From an optimization exercise on the open Yosys and OpenROAD flow, aimed at small area; shortcuts taken in it are not production practice. Only simulation tests tie the RTL to the original design; equivalence was not proved. Power figures rest on the tool's default switching activity, not on a simulated workload.

**design/flow/standard.sh**
```bash
#!/bin/bash
# synth_recipe.tcl (not shown) runs the flow's synth.tcl, then flattens the netlist and writes it again
# the make line also repeats each setting of config.mk as NAME=value (left out here)
make -C /OpenROAD-flow-scripts/flow DESIGN_CONFIG=/design/flow/config.mk WORK_HOME=/design/flow/orfs CLKGATE_MAP_FILE= SYNTH_SCRIPT=/design/flow/synth_recipe.tcl "${@:-finish}"
```
**design/flow/design.v**
```verilog
module tree#(parameter NUM = 128, LEN = 16, LEVEL = $clog2(NUM) )(
    input  clk,
    input  [NUM*LEN-1:0] in,
    output [LEN-1:0] sum
    );
    localparam G   = 16;              
    localparam NG  = NUM / G;         
    localparam LAT = LEVEL;           
    wire [NG*LEN-1:0] gres;
    genvar g;
    for (g = 0; g < NG; g = g + 1) begin : g_grp
        prio_sel #(.N(G), .LEN(LEN)) u_sel (.in(in[g*G*LEN +: G*LEN]), .out(gres[g*LEN +: LEN]));
    end
    reg [NG*LEN-1:0] r1;
    always @(posedge clk)
        r1 <= gres;
    localparam NH = NG / 2;
    wire [2*LEN-1:0] hres;
    prio_sel #(.N(NH), .LEN(LEN)) u_lo (.in(r1[0 +: NH*LEN]), .out(hres[0 +: LEN]));
    prio_sel #(.N(NH), .LEN(LEN)) u_hi (.in(r1[NH*LEN +: NH*LEN]), .out(hres[LEN +: LEN]));
    reg [2*LEN-1:0] r2;
    always @(posedge clk)
        r2 <= hres;
    wire [LEN-1:0] res = r2[0] ? r2[0 +: LEN] : r2[LEN +: LEN];
    reg [(LAT-2)*LEN-1:0] pipe;
    always @(posedge clk)
        pipe <= {pipe[(LAT-3)*LEN-1:0], res};
    assign sum = pipe[(LAT-2)*LEN-1 -: LEN];
endmodule
module prio_sel#(parameter N = 16, LEN = 16)(
    input  [N*LEN-1:0] in,
    output [LEN-1:0]   out
    );
    localparam NT = (N + 1) / 2;      
    wire [N-1:0] f;
    wire [N-1:0] np;                  
    genvar i, b;
    for (i = 0; i < N; i = i + 1) begin : g_flag
        assign f[i] = in[i*LEN];
    end
    onehot_n #(.N(N)) u_oh (.f(f), .np(np));
    or_tree #(.N(N)) u_any (.x(f), .y(out[0]));
    for (b = 1; b < LEN; b = b + 1) begin : g_bit
        wire [N-1:0] w;
        wire [NT-1:0] t;              
        for (i = 0; i < N; i = i + 1) begin : g_w
            assign w[i] = in[i*LEN+b];
        end
        for (i = 0; i < NT; i = i + 1) begin : g_t
            if (2*i+1 < N) begin : g_2
                oai22 u_oa (.a0(np[2*i]), .b0(w[2*i]), .a1(np[2*i+1]), .b1(w[2*i+1]), .y(t[i]));
            end else begin : g_1
                nor2 u_oa (.a(np[2*i]), .b(w[2*i]), .y(t[i]));
            end
        end
        nor_tree #(.N(NT)) u_and (.x(t), .y(out[b]));
    end
endmodule
module onehot_n#(parameter N = 16)(
    input  [N-1:0] f,
    output [N-1:0] np
    );
    wire [N-1:0] e;                   
    genvar i;
    for (i = 1; i < N; i = i + 1) begin : g_e
        assign e[i] = ~|f[i-1:0];
    end
    assign np[0] = ~f[0];
    for (i = 1; i < N-1; i = i + 1) begin : g_p
        nand2 u_p (.a(f[i]), .b(e[i]), .y(np[i]));
    end
    assign np[N-1] = ~e[N-1];
endmodule
module or_tree#(parameter N = 16)(
    input  [N-1:0] x,
    output         y
    );
    assign y = |x;
endmodule
module nor_tree#(parameter N = 8)(
    input  [N-1:0] x,
    output         y
    );
    localparam M = (N + 1) / 2;
    wire [M-1:0] z;
    genvar i;
    for (i = 0; i < N/2; i = i + 1) begin : g_pair
        nor2 u_nor (.a(x[2*i]), .b(x[2*i+1]), .y(z[i]));
    end
    if (N % 2) begin : g_odd
        assign z[M-1] = ~x[N-1];
    end
    and_tree #(.N(M)) u_and (.x(z), .y(y));
endmodule
module and_tree#(parameter N = 4)(
    input  [N-1:0] x,
    output         y
    );
    assign y = &x;
endmodule
module oai22(
    input a0, b0, a1, b1,
    output y
    );
    assign y = ~((a0 | b0) & (a1 | b1));
endmodule
module nor2(
    input a, b,
    output y
    );
    assign y = ~(a | b);
endmodule
module nand2(
    input a, b,
    output y
    );
    assign y = ~(a & b);
endmodule
```
**design/flow/flow/run.sh**
```bash
#!/bin/bash
# The standard layout, except that
# - the port buffers buffer_ports inserts during placement are the smallest
#   buffer (buf_1) instead of the one it picks itself,
# - the pin placer may put pins one routing track apart (instead of two), so
#   that the 2065 ports fit along a smaller die,
# - and flow/io.tcl gives each group of data pins its own stretch of the top or
#   bottom edge, the result pins the right edge and the clock pin the left.
set -euo pipefail
export BUFFER_PORTS_ARGS="-inputs -outputs -buffer_cell sky130_fd_sc_hd__buf_1"
export PLACE_PINS_ARGS="-min_distance 1 -min_distance_in_tracks"
export IO_CONSTRAINTS="$PWD/flow/io.tcl"
bash standard.sh finish > standard_flow.log 2>&1
```
**design/flow/config.mk**
```make
export PLATFORM = sky130hd
export DESIGN_NAME = tree
export DESIGN_NICKNAME = tree
export VERILOG_FILES = /design/flow/design.v
export SDC_FILE = /design/flow/constraint.sdc
export NUM_CORES = 4
export LEC_CHECK = 0
export CAP_MARGIN = 20
export CORE_AREA = 10 10 550 310
export DIE_AREA = 0 0 560 320
export GPL_TIMING_DRIVEN = 0
export PLACE_DENSITY = 0.4
export SETUP_SLACK_MARGIN = 0.2
export SLEW_MARGIN = 20
export SYNTH_HIERARCHICAL = 1
```
**design/flow/flow/io.tcl**
```tcl
# The clock pin alone on the left edge (met3).
place_pin -pin_name clk -layer met3 -location {0.4 160.14} -pin_size {0.8 0.3} -force_to_die_boundary
# Each stage-1 group of 16 words (256 pins) gets its own 130 um stretch of the
# bottom (groups 0-3) or top (groups 4-7) edge, so that its logic stays close
# together; the result pins go on the right edge.
for {set g 0} {$g < 8} {incr g} {
  set names {}
  for {set i [expr {$g * 256}]} {$i < [expr {($g + 1) * 256}]} {incr i} {
    lappend names "in\[$i\]"
  }
  set x0 [expr {20 + 130 * ($g % 4)}]
  set edge [expr {$g < 4 ? "bottom" : "top"}]
  set_io_pin_constraint -pin_names $names -region $edge:$x0-[expr {$x0 + 130}]
}
set names {}
for {set i 0} {$i < 16} {incr i} { lappend names "sum\[$i\]" }
set_io_pin_constraint -pin_names $names -region right:100-220
```
**design/flow/constraint.sdc**
```tcl
create_clock -name core_clock -period 2.0 [get_ports {clk}]
set_input_delay 0.4000 -clock core_clock [delete_from_list [all_inputs] [get_ports {clk}]]
set_output_delay 0.4000 -clock core_clock [all_outputs]
set_load 0.01 [all_outputs]
```
==> flow_summary.ini, run 1 <==
[placed_design]
io_buffers = 2064
place_hpwl_um = 181000
dp.cells = 6524
preCtsSetupSlack_ns = -0.981
globalplace.congestion = 1.06

[finish]
stdcell_count = 6887
final_cell_mix = buf_1, o22ai_1, nor2_1, dfxtp_1, and4_1
final_common_cell = buf_1
drive_gt1_share_pct = 8.67
area_growth_pct = 80.7
n_fill_cell = 18880
nets = 6484

[drt]
drtAntennaViolNets = 0
first_pass_iters = 7
detail_route.wl_per_cell_um = 31.0
dr_total_vias = 32723
drcViolationCount = 0
via_per_inst = 4.75
drt_iter0_drc = 3391
route.final.wire_length_um = 213000

[worst_setup_path]
r2r_start = r1[80]
crit_family = simple AND/OR/NAND/NOR gates
startpoint_type = input port
cp_slowest_cell = or3_4
max_stage_delay_ns = 0.43
cp_max_fo = 15
crit_arrival_ns = 2.33
crit_chain = buf_1 > or3_4 > clkinv_4 > nand2_1 > nor3_2 > nand2_4 > o22ai_4 > nor2_1 > and4_1
cp_data_required_time_ns = 2.42
crit_buf_inv = 2
critPathKind = input port to register
endpoint_kind = register
crit_start = in[1024]

[yosys]
syn_avg_cell_area_um2 = 7.23
post_synth_num_cell_types = 22
synthXorXnorAreaFrac_pct = 0
synth_top_family_by_area = compound AO/OA/AOI/OAI gates
synth_compound_area_share_pct = 38.5
syn_area_um2 = 16600
synth-warning-count = 7
synth_fp_nets = 4345
synth_adder_area_share_pct = 0
netlist_instances = 2296
synth.area.mux_share_pct = 1.22
synth_simple_gate_area_share_pct = 27.8
ys_ff_latch = 240
synth_seq_area_share_pct = 29.0

[pwr]
p_per_area_nw_per_um2 = 452
peakVddDrop_mv = 0.571
p_leak_nw = 8.50
p_total_w = 0.0135

[clock_network]
root_buffer = clkbuf_16
cts_num_sinks = 240
cts_tree = built
hold_buffers = 0
cts_max_path_buffers = 3
clk_latency_ns = 0.59
h-tree-depth = 1
path_clk_slew_ns = 0.07
cts_made_buffers = 24

[floorplanning]
dieHeight_um = 320
ios = 2064
start_util_pct = 10.4
fp-row-count = 109
die_x_um = 560
dieArea_um2 = 179000
core-area_um2 = 160000

[timing]
fin_ws_ns = 0.0918
holdWs_ns = 0.0531
slew_headroom_pct = 45.7
fin_crit_sh_pct = 95.4
finalClockSkew_ns = 0.0252
max_freq_mhz = 524
tns_ns = 0
hold_viol = 0
drv_slew = 0
tightest_slew_ns = 0.808
finalSetupViolations = 0
rsz0062_at_grt = yes
finalCriticalPeriod_ns = 1.91

[global_route]
overflow = 0
grt_start_max_net_pins = 16
track_usage_pct = 21.3
antenna_found_initial = 267
grt_pass1_vias = 31786
grt_first_pass_wirelength_um = 268000

[min_path]
hold_start = in[752]
hold_path.class = input port to register

[run]
drv_cap = 0

[outcome]
status = finished clean
==> Yosys cell counts <==
master    count  area share (%)
and4_1      120             6.3
buf_12        1            0.12
buf_4        56             2.5
buf_6         1           0.068
clkinv_2      8            0.24
dfxtp_1     240              29
inv_1        26            0.59
mux2_2        6            0.41
mux2_4        9            0.81
nand2_1     124             2.8
nand3_4       8            0.84
nand4_1       8            0.30
nor2_1      552              12
nor3_1       24            0.72
nor3_2        8            0.48
nor4_1       48             1.8
nor4_2        8            0.60
o22ai_1    1020              38
or2_1         1           0.038
or3_1        10            0.38
or3_4         8            0.54
or4_1        10            0.45
==> kinds of logic after synthesis <==
kind of cell | after synthesis
flops | 240
simple gates | 929
buf+inv | 92
compound gates | 1020
mux | 15
==> Yosys stat by module (local to each module, per instance), excerpt <==
module | cells inside | flip-flops and latches | copies in the design | cell area [um2]
oai22 | 1 | 0 | 1020 | 6.26
nor2 | 1 | 0 | 510 | 3.75
nand2 | 1 | 0 | 116 | 3.75
tree | 274 | 240 | 1 | 5160
==> sequential cells by signal, indices dropped and copies added (netlist names) <==
name / count
r1: 128
pipe: 80
r2: 32
==> final cells by class <==
class	instances	area, um2	area share [%]
antenna	273	683	2.28
buffer	58	452	1.51
inverter	34	168	0.559
timing repair buffer	2098	8050	26.8
clock buffer	29	659	2.20
tap	2164	2710	9.03
sequential	240	4800	16.0
multi-input combinational	1979	12400	41.2
clock inverter	12	103	0.342
==> final timing paths <==
check | to | slack, ns | depth (start not counted)
setup / recovery | r1[72] | 0.09 | 9
hold reg to reg | pipe[78] | 0.33 | 0
setup reg to reg | r2[22] | 0.11 | 4
hold / removal | r1[32] | 0.05 | 3
==> metal layers <==
layer / routed length, um / GRT usage (%)
met1: 73500 / 21.6
met2: 101000 / 33.8
met3: 12700 / 5.37
met4: 25900 / 24.3
met5: 266 / 0.425
==> per-stage QoR <==
stage          instance area (um2)  utilization, %
6_report                     30000            18.7
5_1_grt                      29900            18.7
4_1_cts                      28400            17.8
3_5_place_dp                 27300            17.1
3_3_place_gp                 27300            17.1
2_1_floorplan                16800               -
==> tightest hold or removal path: stages <==
cell and delay (ns):
buf_1 0.07, nor4_1 0.05, nand4_1 0.08
==> timing repair <==
item | in CTS | in global routing
setup buffers | 12 | 22
pin swaps | 8 | 28
gates cloned | 3 | 12
endpoints found under the setup margin | 70 | 124
gates resized for setup | 61 | 145
==> report_power, final <==
group / internal (W) / switching (W) / total [W]
sequential: 0.00527 / 0.000292 / 0.00556
combinational: 0.00158 / 0.00181 / 0.00339
clock: 0.00238 / 0.00221 / 0.00460
total: 0.00923 / 0.00431 / 0.0135
==> inputs of run 2 (changes only) <==
--- a/design/flow/flow/io.tcl
+++ b/design/flow/flow/io.tcl
@@ -1,3 +1,3 @@
 # The clock pin alone on the left edge (met3).
-place_pin -pin_name clk -layer met3 -location {0.4 160.14} -pin_size {0.8 0.3} -force_to_die_boundary
+place_pin -pin_name clk -layer met3 -location {0.4 120.02} -pin_size {0.8 0.3} -force_to_die_boundary
 # Each stage-1 group of 16 words (256 pins) gets its own 130 um stretch of the
@@ -16,2 +16,2 @@
 for {set i 0} {$i < 16} {incr i} { lappend names "sum\[$i\]" }
-set_io_pin_constraint -pin_names $names -region right:100-220
+set_io_pin_constraint -pin_names $names -region right:60-180
--- a/design/flow/config.mk
+++ b/design/flow/config.mk
@@ -8,4 +8,4 @@
 export CAP_MARGIN = 20
-export CORE_AREA = 10 10 550 310
-export DIE_AREA = 0 0 560 320
+export CORE_AREA = 10 10 550 230
+export DIE_AREA = 0 0 560 240
 export GPL_TIMING_DRIVEN = 0
==> run 2 against run 1 <==
Against the previous run: still clean; sequential power about the same; register-to-register slack hardly changed; die area down 25%; clock-buffer cell count fell by 4; design area is 1.1% lower; final cell count fell by 8.3%; power decreased by 0.38%; global-route usage grew 4.8 points; setup slack better by 0.0077 ns; core utilization increased by 6.5 points; largest power group unchanged.
==> flow_summary.ini, run 2 <==
[min_path]
min_delay_path_depth = 3
min_to = r1[80]
hold_start = in[1520]
hold_path.class = input port to register

[floorplanning]
die_x_um = 560
start_util_pct = 14.1
fp-row-count = 80
dieHeight_um = 240
core-area_um2 = 117000
dieArea_um2 = 134000
ios = 2064

[worst_setup_path]
reg2reg_to = r2[1]
crit_start = r1[16]
cp_max_fo = 15
r2r_start = r1[16]
cp_data_required_time_ns = 2.43
endpoint_kind = register
startpoint_type = register
r2r_slack_ns = 0.1
r2r_cells = 4
crit_arrival_ns = 2.33
critPathKind = register to register

[yosys]
post_synth_num_cell_types = 22
synth_fp_nets = 4345
synthXorXnorAreaFrac_pct = 0
syn_area_um2 = 16600
synth_simple_gate_area_share_pct = 27.8
synth_top_family_by_area = compound AO/OA/AOI/OAI gates
ys_top_cells_by_area = o22ai_1, dfxtp_1, nor2_1
synth_most_common_cell = o22ai_1
synth_compound_area_share_pct = 38.5
yosys.area.top_type = o22ai_1
netlist_instances = 2296
netlist_top_cells_count = o22ai_1, nor2_1, dfxtp_1
synth_top_flop_cell = dfxtp_1
synth_edf_count = 0
ys_ff_latch = 240
synth_seq_area_share_pct = 29.0
syn_avg_cell_area_um2 = 7.23
synth.top_cell.area_share_pct = 38.5
synth-warning-count = 7
synthArstFlopShare_pct = 0
synth.area.mux_share_pct = 1.22
synth_adder_area_share_pct = 0

[clock_network]
h-tree-depth = 1
path_clk_slew_ns = 0.07
root_buffer = clkbuf_16
cts_tree = built
cts_num_sinks = 240
cts_max_path_buffers = 3
hold_buffers = 0
clk_latency_ns = 0.54
cts_made_buffers = 20

[pwr]
p_per_area_nw_per_um2 = 455
p_int_w = 0.00935
swShare_pct = 30.7
p_leak_nw = 8.74
p_seq_share_pct = 41.0
p_total_w = 0.0135
peakVddDrop_mv = 0.348
pwr-share-comb_pct = 25.8
power_switching_w = 0.00414
clkPwrFrac_pct = 33.1

[global_route]
grt_first_pass_wirelength_um = 249000
track_usage_pct = 26.0
antenna_found_initial = 225
grt_start_max_net_pins = 19
grt_pass1_vias = 31841
overflow = 0

[finish]
stdcell_area_um2 = 29600
reg.largest.list = r1: 128 flops, pipe: 80 flops, r2: 32 flops
nets = 6488
largest_register = r1
drive_gt1_share_pct = 9.93
area_growth_pct = 78.7
final_common_cell = buf_1
final_util_pct = 25.2
final_cell_mix = buf_1, o22ai_1, nor2_1, dfxtp_1, and4_1
largest_reg_flops = 128

[timing]
hold_viol = 0
finalCriticalPeriod_ns = 1.90
finalSetupViolations = 0
slew_headroom_pct = 35.4
max_freq_mhz = 526
fin_crit_sh_pct = 95.0
drv_slew = 0
finalClockSkew_ns = 0.0171
tightest_slew_ns = 0.960
rsz0062_at_grt = yes
tns_ns = 0

[drt]
drtAntennaViolNets = 0
dr_total_vias = 33043
drt_iter0_drc = 3140
drcViolationCount = 0
route.final.wire_length_um = 200000
detail_route.wl_per_cell_um = 31.7
via_per_inst = 5.23
first_pass_iters = 8

[placed_design]
placed_cell_area_um2 = 26600
place_hpwl_um = 169000
io_buffers = 2064
globalplace.congestion = 1.12

[run]
drv_cap = 0

[outcome]
status = finished clean
-- run 2: cell counts after synthesis --
No cell type changed its count.
-- run 2: worst max path at each step --
stage	end	slack, ns	cells after the start
after floorplan	r1[120]	0.16	7
after detailed placement	r1[62]	-0.73	9
after global routing	r1[121]	0.06	9
after global placement	r1[62]	-0.76	9
final	r2[1]	0.1	4
after CTS	r1[62]	0.11	9
-- run 2: through the flow --
stage | cells | setup slack [ns] | hold slack (ns)
3_3_place_gp | 5959 | -0.763 | 0.314
6_report | 6317 | 0.0995 | 0.106
4_1_cts | 6014 | 0.115 | 0.0471
3_5_place_dp | 5959 | -0.727 | 0.312
5_1_grt | 6247 | 0.0567 | 0.0537
2_1_floorplan | 2296 | 0.164 | 0.310
-- run 2: metal layers --
layer	track usage [%]	wire, um	up-vias
met2	39.2	91000	2239
met4	31.2	24600	22
met5	0	171	-
li1	-	-	13974
met3	6.89	12000	1249
met1	27.6	72300	15559
-- run 2: worst max-delay path: stages, from the launching register on --
cell and delay (ns):
dfxtp_1 0.42, nand2_1 0.37, o22ai_1 0.75, nor2_1 0.09, buf_4 0.16
-- run 2: kinds of logic after synthesis --
logic type | count (synthesis)
flops | 240
buf+inv | 92
mux | 15
compound gates | 1020
simple gates | 929
-- run 2: Yosys stat by module (local to each module, per instance), excerpt --
module | cells inside | area [um2] | flops+latches | times used
nor2 | 1 | 3.75 | 0 | 510
oai22 | 1 | 6.26 | 0 | 1020
tree | 274 | 5160 | 240 | 1
nand2 | 1 | 3.75 | 0 | 116
-- run 2: layout make-up --
cell class,instances,area (um2)
Buffer,58,452
Timing Repair Buffer,2103,8160
Sequential cell,240,4800
Tap cell,1599,2000
Inverter,34,168
Antenna cell,265,663
Multi-Input combinational cell,1982,12700
Clock inverter,11,170
Fill cell,13715,87800
Clock buffer,25,549
-- run 2: power by group through the flow --
stage / Clock [W] / Sequential (W) / Combinational, W
after CTS: 0.00464 / 0.00553 / 0.00328
final: 0.00447 / 0.00553 / 0.00349
after detailed placement: 0 / 0.00564 / 0.00322
after floorplan: 0 / 0.00545 / 0.000964
after global placement: 0 / 0.00564 / 0.00323
after global routing: 0.00481 / 0.00557 / 0.00372
-- run 2: what timing repair did --
item	CTS	global route
cloned	3	16
setup endpoints to repair	58	131
pin swaps	8	38
buffers inserted	16	22
gates resized for setup	66	213
==> inputs of run 3 (changes only) <==
--- a/design/flow/design.v
+++ b/design/flow/design.v
@@ -16,14 +16,8 @@
         r1 <= gres;
-    localparam NH = NG / 2;
-    wire [2*LEN-1:0] hres;
-    prio_sel #(.N(NH), .LEN(LEN)) u_lo (.in(r1[0 +: NH*LEN]), .out(hres[0 +: LEN]));
-    prio_sel #(.N(NH), .LEN(LEN)) u_hi (.in(r1[NH*LEN +: NH*LEN]), .out(hres[LEN +: LEN]));
-    reg [2*LEN-1:0] r2;
+    wire [LEN-1:0] res;
+    prio_sel #(.N(NG), .LEN(LEN)) u_top (.in(r1), .out(res));
+    reg [(LAT-1)*LEN-1:0] pipe;
     always @(posedge clk)
-        r2 <= hres;
-    wire [LEN-1:0] res = r2[0] ? r2[0 +: LEN] : r2[LEN +: LEN];
-    reg [(LAT-2)*LEN-1:0] pipe;
-    always @(posedge clk)
-        pipe <= {pipe[(LAT-3)*LEN-1:0], res};
-    assign sum = pipe[(LAT-2)*LEN-1 -: LEN];
+        pipe <= {pipe[(LAT-2)*LEN-1:0], res};
+    assign sum = pipe[(LAT-1)*LEN-1 -: LEN];
 endmodule
--- a/design/flow/flow/io.tcl
+++ b/design/flow/flow/io.tcl
@@ -1,3 +1,3 @@
 # The clock pin alone on the left edge (met3).
-place_pin -pin_name clk -layer met3 -location {0.4 120.02} -pin_size {0.8 0.3} -force_to_die_boundary
+place_pin -pin_name clk -layer met3 -location {0.4 160.14} -pin_size {0.8 0.3} -force_to_die_boundary
 # Each stage-1 group of 16 words (256 pins) gets its own 130 um stretch of the
@@ -16,2 +16,2 @@
 for {set i 0} {$i < 16} {incr i} { lappend names "sum\[$i\]" }
-set_io_pin_constraint -pin_names $names -region right:60-180
+set_io_pin_constraint -pin_names $names -region right:100-220
--- a/design/flow/config.mk
+++ b/design/flow/config.mk
@@ -8,7 +8,5 @@
 export CAP_MARGIN = 20
-export CORE_AREA = 10 10 550 230
-export DIE_AREA = 0 0 560 240
-export GPL_TIMING_DRIVEN = 0
-export PLACE_DENSITY = 0.4
-export SETUP_SLACK_MARGIN = 0.2
+export CORE_AREA = 10 10 550 310
+export DIE_AREA = 0 0 560 320
+export SETUP_SLACK_MARGIN = 0.1
 export SLEW_MARGIN = 20
==> run 3 against run 2 <==
Against the previous run: first-iteration DRC count up 13%; clock-buffer cell count grew 6; fmax rose by 1.0%; combinational power fell by 3%; sequential power down 3%; power is 8.7% higher; synthesized cell count is 1.9% lower; setup slack improved by 0.019 ns; highest routed layer unchanged; design area is 8.9% higher; core utilization decreased by 5.1 points.
==> flow_summary.ini, run 3 <==
[outcome]
status = finished clean

[yosys]
netlist_instances = 2252
synth.area.mux_share_pct = 0
synth_top_flop_cell = dfxtp_1
synth_simple_gate_area_share_pct = 29.8
synth_compound_area_share_pct = 40.0
post_synth_num_cell_types = 20
synth_top_family_by_area = compound AO/OA/AOI/OAI gates
synthXorXnorAreaFrac_pct = 0
ys_top_cells_by_area = o22ai_1, dfxtp_1, nor2_1
yosys.area.top_type = o22ai_1
synthArstFlopShare_pct = 0
syn_avg_cell_area_um2 = 7.08
netlist_top_cells_count = o22ai_1, nor2_1, dfxtp_1
synth_most_common_cell = o22ai_1
synth-warning-count = 7
synth.top_cell.area_share_pct = 40.0
synth_edf_count = 0
synth_seq_area_share_pct = 28.1
synth_adder_area_share_pct = 0
ys_ff_latch = 224
syn_area_um2 = 15900
synth_fp_nets = 4301

[pwr]
p_leak_nw = 9.84
peakVddDrop_mv = 0.771
p_per_area_nw_per_um2 = 455

[clock_network]
hold_buffers = 0
cts_made_buffers = 29
cts_num_sinks = 224
root_buffer = clkbuf_16
cts_max_path_buffers = 3
h-tree-depth = 1
path_clk_slew_ns = 0.07
cts_tree = built
clk_latency_ns = 0.66

[global_route]
overflow = 0
grt_pass1_vias = 33856
antenna_found_initial = 347
grt_first_pass_wirelength_um = 305000
grt_start_max_net_pins = 16
track_usage_pct = 24.6

[finish]
drive_gt1_share_pct = 11.4
area_growth_pct = 102
largest_register = r1
final_cell_mix = buf_1, o22ai_1, nor2_1, buf_4, dfxtp_1
reg.largest.list = r1: 128 flops, pipe: 96 flops
final_util_pct = 20.2
nets = 6789
largest_reg_flops = 128
multi_input_area_um2 = 11300
regArea_um2 = 4490
final_common_cell = buf_1
stdcell_area_um2 = 32300
n_fill_cell = 18872

[drt]
drt_iter0_drc = 3555
drcViolationCount = 0
route.final.wire_length_um = 242000
dr_total_vias = 34498
first_pass_iters = 6
drtAntennaViolNets = 0
detail_route.wl_per_cell_um = 33.3
via_per_inst = 4.74

[timing]
fin_crit_sh_pct = 94.1
slew_headroom_pct = 54.8
finalSetupViolations = 0
drv_slew = 0
tns_ns = 0
finalCriticalPeriod_ns = 1.88
finalClockSkew_ns = 0.0345
rsz0062_at_grt = yes
max_freq_mhz = 531
tightest_slew_ns = 0.672
hold_viol = 0
holdWs_ns = 0.0952

[worst_setup_path]
critPathKind = register to register
cp_max_fo = 15
startpoint_type = register
cp_data_required_time_ns = 2.52
crit_arrival_ns = 2.40
endpoint_kind = register

[placed_design]
io_buffers = 2064
globalplace.congestion = 1.08
placed_cell_area_um2 = 30200
place_hpwl_um = 212000

[floorplanning]
dieHeight_um = 320
start_util_pct = 9.96
fp-row-count = 109
dieArea_um2 = 179000
ios = 2064
core-area_um2 = 160000
die_x_um = 560

[run]
drv_cap = 0

[min_path]
hold_path.class = input port to register
run 3: cell type report:
type | instances | share of cell area, %
Antenna cell | 346 | 2.68
Timing Repair Buffer | 2482 | 36.5
Inverter | 34 | 0.427
Clock buffer | 31 | 2.30
Clock inverter | 21 | 0.795
Sequential cell | 224 | 13.9
Tap cell | 2164 | 8.39
Multi-Input combinational cell | 1969 | 35.0
run 3: per-module statistics from Yosys (local to each module, per instance), excerpt:
module	cell area [um2]	flops+latches	copies in the design
nor2	3.75	0	510
tree	4600	224	1
nand2	3.75	0	118
oai22	6.26	0	1020
run 3: where the power goes:
part / internal, W / switching (W) / total (W)
combinational: 0.00167 / 0.00172 / 0.00339
sequential: 0.00492 / 0.000420 / 0.00534
clock: 0.00316 / 0.00279 / 0.00594
total: 0.00975 / 0.00493 / 0.0147
run 3: metrics by stage:
stage	setup WS (ns)	total power [W]	cells
floorplan	0.127	0.00591	2252
global placement	-0.486	0.00880	6872
detailed placement	-0.455	0.00871	6872
CTS	0.0768	0.0149	6924
global route	0.0529	0.0154	7235
finish	0.118	0.0147	7271
run 3: final timing paths:
path            start        to  slack (ns)  cells after the start
max             r1[0]  pipe[11]        0.12                      7
min          in[1520]    r1[80]         0.1                      3
min reg2reg  pipe[13]  pipe[29]        0.32                      0
max reg2reg     r1[0]  pipe[11]        0.12                      7
run 3: kinds of logic (layout without fill, tap and decap cells):
family,count (synthesis),after routing
buf+inv,59,2568
compound gates,1020,1020
flops,224,224
simple gates,949,949
other cells,0,346
run 3: what timing repair did:
action | in CTS | in global routing
pin swaps | 1 | 1
setup endpoints to repair | 15 | 14
cloned | 0 | 1
buffers inserted | 0 | 0
gates resized for setup | 11 | 18
endpoints found under the hold margin | 0 | 0
run 3: metal layers:
layer	track usage (%)	wire length, um	share of wire, %
met5	0.213	220	0.091
met4	29.6	30800	13
met3	6.87	16200	6.7
met2	37.9	111000	46
met1	25.0	83400	34
run 3: worst max-delay path, cell delays in order (launching register included):
cell	delay, ns
dfxtp_2	0.35
buf_4	0.16
inv_1	0.11
nand2_1	0.07
buf_4	0.20
o22ai_1	0.45
nor2_1	0.20
and2_1	0.22
==> inputs of run 4 (changes only) <==
--- a/design/flow/config.mk
+++ b/design/flow/config.mk
@@ -10,3 +10,5 @@
 export DIE_AREA = 0 0 560 320
-export SETUP_SLACK_MARGIN = 0.1
+export GPL_TIMING_DRIVEN = 0
+export PLACE_DENSITY = 0.4
+export SETUP_SLACK_MARGIN = 0.2
 export SLEW_MARGIN = 20
==> run 4 against run 3 <==
Against the previous run: now fails the layout checks on negative setup slack; clock power fell by 18%; sequential power shrank 1%; setup slack worse by 0.22 ns; worst hold slack worse by 0.0015 ns; register-to-register slack worse by 0.22 ns; die area unchanged; critical path type unchanged.
==> flow_summary.ini, run 4 <==
[outcome]
status = complete, but fails checks
failed_checks = negative setup slack

[finish]
largest_register = r1
drive_gt1_share_pct = 7.78
largest_reg_flops = 128
final_cell_mix = buf_1, o22ai_1, nor2_1, dfxtp_1, and4_1
nets = 6431
stdcell_count = 6813
final_common_cell = buf_1
n_fill_cell = 18912
area_growth_pct = 85.0
reg.largest.list = r1: 128 flops, pipe: 96 flops
final_util_pct = 18.4

[clock_network]
cts_made_buffers = 22
cts_num_sinks = 224
path_clk_slew_ns = 0.07
h-tree-depth = 1
cts_max_path_buffers = 3
root_buffer = clkbuf_16
clk_latency_ns = 0.58
cts_tree = built

[worst_setup_path]
cp_max_fo = 8
crit_arrival_ns = 2.58
startpoint_type = register
cp_data_required_time_ns = 2.47
r2r_cells = 7
endpoint_kind = register
critPathKind = register to register

[timing]
finalCriticalPeriod_ns = 2.11
max_freq_mhz = 475
finalSetupViolations = 6
rsz0062_at_grt = yes
fin_ws_ns = -0.106
drv_slew = 0
fin_crit_sh_pct = 105
tns_ns = -0.354
slew_headroom_pct = 38.9
finalClockSkew_ns = 0.0277
hold_viol = 0
tightest_slew_ns = 0.909

[yosys]
synth_fp_nets = 4301
synth_most_common_cell = o22ai_1
syn_area_um2 = 15900
ys_top_cells_by_area = o22ai_1, dfxtp_1, nor2_1
synth_simple_gate_area_share_pct = 29.8
synth_compound_area_share_pct = 40.0
synth_adder_area_share_pct = 0
syn_avg_cell_area_um2 = 7.08
ys_ff_latch = 224
synth_edf_count = 0
yosys.area.top_type = o22ai_1
synth.area.mux_share_pct = 0
synth-warning-count = 7
synthXorXnorAreaFrac_pct = 0
post_synth_num_cell_types = 20
netlist_instances = 2252
synth_top_flop_cell = dfxtp_1
synth_seq_area_share_pct = 28.1
synthArstFlopShare_pct = 0
synth_top_family_by_area = compound AO/OA/AOI/OAI gates
synth.top_cell.area_share_pct = 40.0
netlist_top_cells_count = o22ai_1, nor2_1, dfxtp_1

[placed_design]
io_buffers = 2064
dp.cells = 6480
globalplace.congestion = 1.09
place_hpwl_um = 175000

[min_path]
min_delay_path_depth = 3
hold_path.class = input port to register

[pwr]
p_leak_nw = 8.09
p_total_w = 0.0133
p_per_area_nw_per_um2 = 452
peakVddDrop_mv = 0.527

[global_route]
antenna_found_initial = 223
overflow = 0
grt_busiest_layer = met2
use_met2_pct = 30.5
met3_usage_pct = 5.79
use_met1_pct = 22.2
grt_start_max_net_pins = 19
track_usage_pct = 20.6
grt_first_pass_wirelength_um = 261000
grt_pass1_vias = 31265

[floorplanning]
dieArea_um2 = 179000
dieHeight_um = 320
start_util_pct = 9.96
fp-row-count = 109
ios = 2064
core-area_um2 = 160000
die_x_um = 560

[drt]
dr_total_vias = 32660
first_pass_iters = 8
route.final.wire_length_um = 206000
via_per_inst = 4.79
drcViolationCount = 0
detail_route.wl_per_cell_um = 30.3
drt_iter0_drc = 3604
drtAntennaViolNets = 0

[run]
drv_cap = 0
[run 4: critical path: stages (launching register included)]
cell	delay (ns)
dfxtp_4	0.39
or3_4	0.43
nor3_4	0.30
nand2_4	0.22
buf_12	0.20
o22ai_4	0.23
nor2_4	0.06
and2_4	0.15
[run 4: final timing paths]
path	to	from	slack (ns)
setup / recovery	pipe[12]	r1[0]	-0.11
hold / removal	r1[80]	in[1520]	0.09
setup reg to reg	pipe[12]	r1[0]	-0.11
hold reg to reg	pipe[41]	pipe[25]	0.31
[run 4: metrics by stage]
| stage | cell area, um2 | hold WS [ns] | setup slack [ns] |
|---|---|---|---|
| global route | 29400 | 0.0153 | -0.106 |
| floorplan | 16200 | 0.310 | 0.164 |
| CTS | 28000 | 0.0111 | -0.0841 |
| detailed placement | 26600 | 0.312 | -0.783 |
| finish | 29500 | 0.0937 | -0.106 |
| global placement | 26600 | 0.312 | -0.775 |
[run 4: final cells by class]
cell class	count	area [um2]	share of cell area (%)
Inverter	34	168	0.569
Multi-Input combinational cell	1981	12400	42.2
Clock buffer	24	568	1.93
Buffer	25	188	0.636
Timing Repair Buffer	2094	8050	27.3
Antenna cell	252	631	2.14
Tap cell	2164	2710	9.18
Clock inverter	15	243	0.823
Sequential cell	224	4490	15.2
[run 4: repair_timing]
action	in CTS	in global routing
setup endpoints to repair	86	110
hold buffers	1	0
endpoints found under the hold margin	1	0
gates resized for setup	121	103
setup buffers	4	25
gates cloned	3	9
pin swaps	19	28
[run 4: kinds of logic after synthesis]
kind of cell / count (synthesis)
flops: 224
simple gates: 949
compound gates: 1020
buf+inv: 59
[run 4: power by group]
| part | switching [W] | leakage (nW) | internal [W] |
|---|---|---|---|
| Sequential | 0.000355 | 1.88 | 0.00491 |
| Clock | 0.00214 | 0.391 | 0.00275 |
| Combinational | 0.00171 | 5.82 | 0.00146 |
| Total | 0.00421 | 8.09 | 0.00913 |
[run 4: modules after synthesis, one instance, submodules excluded, excerpt]
| module | cells | flip-flops and latches | copies in the design | cell area [um2] |
|---|---|---|---|---|
| tree | 240 | 224 | 1 | 4600 |
| nand2 | 1 | 0 | 118 | 3.75 |
| oai22 | 1 | 0 | 1020 | 6.26 |
| nor2 | 1 | 0 | 510 | 3.75 |
[run 4: per-layer routing]
layer	vias to the layer above	wire length, um
li1	13810	-
met1	14977	73100
met2	2550	93100
met3	1319	15300
met4	4	24800
met5	-	28

## port drivers added, routing unchanged
Ports are ideal in the flow. The routed layouts listed here were re-timed in OpenROAD. Step 1 sets driving cells, clkbuf_16 on the clock port and buf_2 on the other inputs (assumed; they add their load-dependent delay and slew). Step 2 moves the port delays by t, midway between the first and last clock arrival at a register: inputs arrive t later, outputs are due t later. That takes back most of the time a late clock gives input paths. Three values: no drivers, after step 1, after step 2; two values: the first two.
| run | t (ns) | setup slack, ns | hold slack, ns | slew at the worst register clock pin (ns) |
|---|---|---|---|---|
| run 1 | 0.633 | 0.092 / 0.037 / -0.595 | 0.053 / 0.074 / 0.325 | 0.08 / 0.08 |
| run 2 | 0.597 | 0.099 / 0.099 / -0.493 | 0.106 / 0.125 / 0.324 | 0.08 / 0.08 |
| run 3 | 0.700 | 0.118 / 0.118 / -0.578 | 0.095 / 0.123 / 0.319 | 0.09 / 0.09 |
| run 4 | 0.629 | -0.106 / -0.106 / -0.491 | 0.094 / 0.118 / 0.310 | 0.08 / 0.08 |
Met with ideal ports but missed after step 2: setup timing in run 1, run 2 and run 3. For run 3, which loses most, drivers alone change the setup slack by 0.000 ns; drivers and shift together by -0.696 ns.
